This is an optimization exercise on Yosys and OpenROAD, whose aim is small area and a short achievable clock period, not a production implementation. In this exercise RTL edits were held to simulation tests only and were not proved equivalent to the original. Power and IR drop assume default switching activity.

run 1:
==> flow/design.v (excerpt) <==
module armCPU_Pipelined (clk, rst, imem_addr, imem_rdata, dmem_addr, dmem_wdata, dmem_we, dmem_re, dmem_rdata);
For scale: about 8900 cells after synthesis, ~2600 flip-flops, roughly 290 I/O pins.
Settings: LEC_CHECK=0, CAP_MARGIN=30, CORE_MARGIN=2, CORE_UTILIZATION=40, SETUP_SLACK_MARGIN=0.5, SLEW_MARGIN=40; clock period 30.0 ns.
standard.sh (not shown) runs the stock make flow with config.mk's settings and CLKGATE_MAP_FILE= SYNTH_SCRIPT=/design/flow/synth_recipe.tcl, a recipe that flattens the netlist after the stock synthesis.
==> flow/flow/run.sh <==
#!/bin/bash
# Layout flow: the standard ORFS flow (standard.sh, synthesis unchanged) with
#  - input/output port buffers of sky130_fd_sc_hd__buf_4,
#  - timing repair aiming at a setup slack of 22.7 ns instead of 0.5 ns (the clock
#    period and the constraints are unchanged),
#  - clock-tree sink clusters of up to 25 sinks within 80 um,
#  - one site of padding around cells in placement, for easier detailed routing,
#  - 55% core utilization, synthesis buffers removed before placement, and
#    15% slew and capacitance margins for repair.
# make's output goes to flow.log; ORFS keeps each step's log under orfs/logs/.
set -uo pipefail
bash standard.sh \
  SETUP_SLACK_MARGIN=22.7 \
  "BUFFER_PORTS_ARGS=-buffer_cell sky130_fd_sc_hd__buf_4" \
  CTS_CLUSTER_SIZE=25 CTS_CLUSTER_DIAMETER=80 \
  CELL_PAD_IN_SITES_GLOBAL_PLACEMENT=1 CELL_PAD_IN_SITES_DETAIL_PLACEMENT=1 \
  CORE_UTILIZATION=55 REMOVE_ABC_BUFFERS=1 SLEW_MARGIN=15 CAP_MARGIN=15 \
  finish > flow.log 2>&1
Run 1 was carried through to the last stage, and its layout satisfied the timing, DRC and antenna checks.
#### Input delta (run 2 over run 1)
==> flow/flow/run.sh <==
#!/bin/bash
# Layout flow: the standard ORFS flow (standard.sh, synthesis unchanged) with
#  - input/output port buffers of sky130_fd_sc_hd__buf_4,
#  - timing repair aiming at a setup slack of 22.7 ns instead of 0.5 ns (the clock
#    period and the constraints are unchanged),
#  - clock-tree sink clusters of up to 25 sinks within 80 um,
#  - one site of padding around cells in placement, for easier detailed routing.
# make's output goes to flow.log; ORFS keeps each step's log under orfs/logs/.
set -uo pipefail
bash standard.sh \
  SETUP_SLACK_MARGIN=22.7 \
  "BUFFER_PORTS_ARGS=-buffer_cell sky130_fd_sc_hd__buf_4" \
  CTS_CLUSTER_SIZE=25 CTS_CLUSTER_DIAMETER=80 \
  CELL_PAD_IN_SITES_GLOBAL_PLACEMENT=1 CELL_PAD_IN_SITES_DETAIL_PLACEMENT=1 \
  finish > flow.log 2>&1
Results
- Run 2: fraction of area in clock buffers and inverters is 0.50 points higher than what run 1 reported.
- Summary of run 2 over run 1: worst-margin pin slew went down 0.42 ns; global-route usage now sits lower; clock tree skew after final layout has increased; post-layout instance count excluding filler cells climbed 979.
- Run 2 vs. run 1: number of global-route vias before repair went down; count of multi-input gates did not really move.
- In the tables for run 2 and run 1, total chip power reads higher with run 2.
- Run 2: no failed stages, no open violations at the end
- Run 1 -> run 2: combinational cell power flat
- Between run 2 and run 1, it is run 2 whose met2 routing resource usage after global routing is lower, by 13 points.
- First-pass GRT wire length, run 2 and run 1: larger value in run 2
--- input diff run 2..run 3 ---
==> flow/flow/run.sh <==
#!/bin/bash
# Layout flow: the standard ORFS flow (standard.sh, synthesis unchanged) with
#  - input/output port buffers of sky130_fd_sc_hd__buf_4,
#  - timing repair aiming at a setup slack of 22.8 ns instead of 0.5 ns (the clock
#    period and the constraints are unchanged),
#  - clock-tree sink clusters of up to 25 sinks within 80 um,
#  - one site of padding around cells in placement, for easier detailed routing,
#  - synthesis buffers removed before placement, and 15% slew and capacitance
#    margins for repair.
# make's output goes to flow.log; ORFS keeps each step's log under orfs/logs/.
set -uo pipefail
bash standard.sh \
  SETUP_SLACK_MARGIN=22.8 \
  "BUFFER_PORTS_ARGS=-buffer_cell sky130_fd_sc_hd__buf_4" \
  CTS_CLUSTER_SIZE=25 CTS_CLUSTER_DIAMETER=80 \
  CELL_PAD_IN_SITES_GLOBAL_PLACEMENT=1 CELL_PAD_IN_SITES_DETAIL_PLACEMENT=1 \
  REMOVE_ABC_BUFFERS=1 SLEW_MARGIN=15 CAP_MARGIN=15 \
  finish > flow.log 2>&1
Findings:
Summary of run 3 over run 2: fraction of the mapped netlist area in adder cells did not really move; global-route wire length before repair went down; clock skew went down; power density normalized to cell area went down; fraction of area in multi-input gates went up.
Comparing the two runs side by side, run 3 comes out ahead of run 2 on minimum period implied by the final worst setup slack.
Run 2 ended up with reg -> out as its category of the critical setup timing path; run 3 ended up with reg -> reg.
For run 2, the master of the slowest instance on the critical path was sky130_fd_sc_hd__dfxtp_2, unlike run 3, where it was sky130_fd_sc_hd__o21ai_0.
Diff run 2 -> run 3 | setup slack | increase of 0.027 ns
Run 3: no failed stages, no open violations at the end
Comparing run 3 and run 2, number of clock buffers in the layout is higher on run 3.
> inputs changed (run 3 -> run 4)
diff --git a/flow/flow/run.sh b/flow/flow/run.sh
--- a/flow/flow/run.sh
+++ b/flow/flow/run.sh
@@ -2,5 +2,5 @@
 # Layout flow: the standard ORFS flow (standard.sh, synthesis unchanged) with
 #  - input/output port buffers of sky130_fd_sc_hd__buf_4,
-#  - timing repair aiming at a setup slack of 22.8 ns instead of 0.5 ns (the clock
+#  - timing repair aiming at a setup slack of 23.0 ns instead of 0.5 ns (the clock
 #    period and the constraints are unchanged),
 #  - clock-tree sink clusters of up to 25 sinks within 80 um,
@@ -11,5 +11,5 @@
 set -uo pipefail
 bash standard.sh \
-  SETUP_SLACK_MARGIN=22.8 \
+  SETUP_SLACK_MARGIN=23.0 \
   "BUFFER_PORTS_ARGS=-buffer_cell sky130_fd_sc_hd__buf_4" \
   CTS_CLUSTER_SIZE=25 CTS_CLUSTER_DIAMETER=80 \
Notes after the runs:
Delta (run 4 minus run 3): combinational power picked up an extra about 3%, setup slack picked up an extra 0.032 ns, combinational share of power picked up an extra 0.5 points, initial antenna violation count lost 8.
Run 4 ends up with higher buffer share of cell area than run 3 does.
Going from run 3 to run 4, switching power total grew slightly.
| sum of met3 wire segment lengths after detailed routing | run 4 vs run 3 | ≈ equal |
From run 3 to run 4 the numbers moved as follows: number of vias per cell after detailed routing was more or less identical, fmax went up by 0.57 MHz.
[run 4] first-iteration DRC count fell 269 relative to run 3

## re-timing with driven ports
The results above use ideal ports. As a check the final layouts listed here were re-extracted and re-timed, cells and wires unchanged. Step 1 sets driving cells, clkbuf_16 on the clock port and buf_2 on the other inputs (assumed; they add their load-dependent delay and slew). Step 2, shift: input delay + t, output delay - t, t = (earliest + latest rising clock arrival at the registers) / 2. This alone moves slack from input paths to output paths. Slacks: no drivers / after step 1 / after step 2; pairs: no drivers / after step 1.
run	t (ns)	setup slack, ns	hold WS [ns]	slew at the worst register clock pin (ns)	worst data-port slew with drivers (ns)
run 1	0.974	22.461 / 22.461 / 21.589	0.330 / 0.330 / 0.330	0.11 / 0.11	0.16
run 2	0.985	22.513 / 22.412 / 21.605	0.328 / 0.328 / 0.328	0.11 / 0.11	0.21
run 3	1.020	22.539 / 22.440 / 21.658	0.341 / 0.341 / 0.341	0.11 / 0.11	0.12
run 4	1.009	22.571 / 22.458 / 21.657	0.341 / 0.341 / 0.341	0.11 / 0.11	0.11
After both steps setup and hold are still met in every run listed. For run 4, which loses most, drivers alone change the setup slack by -0.113 ns; drivers and shift together by -0.914 ns.
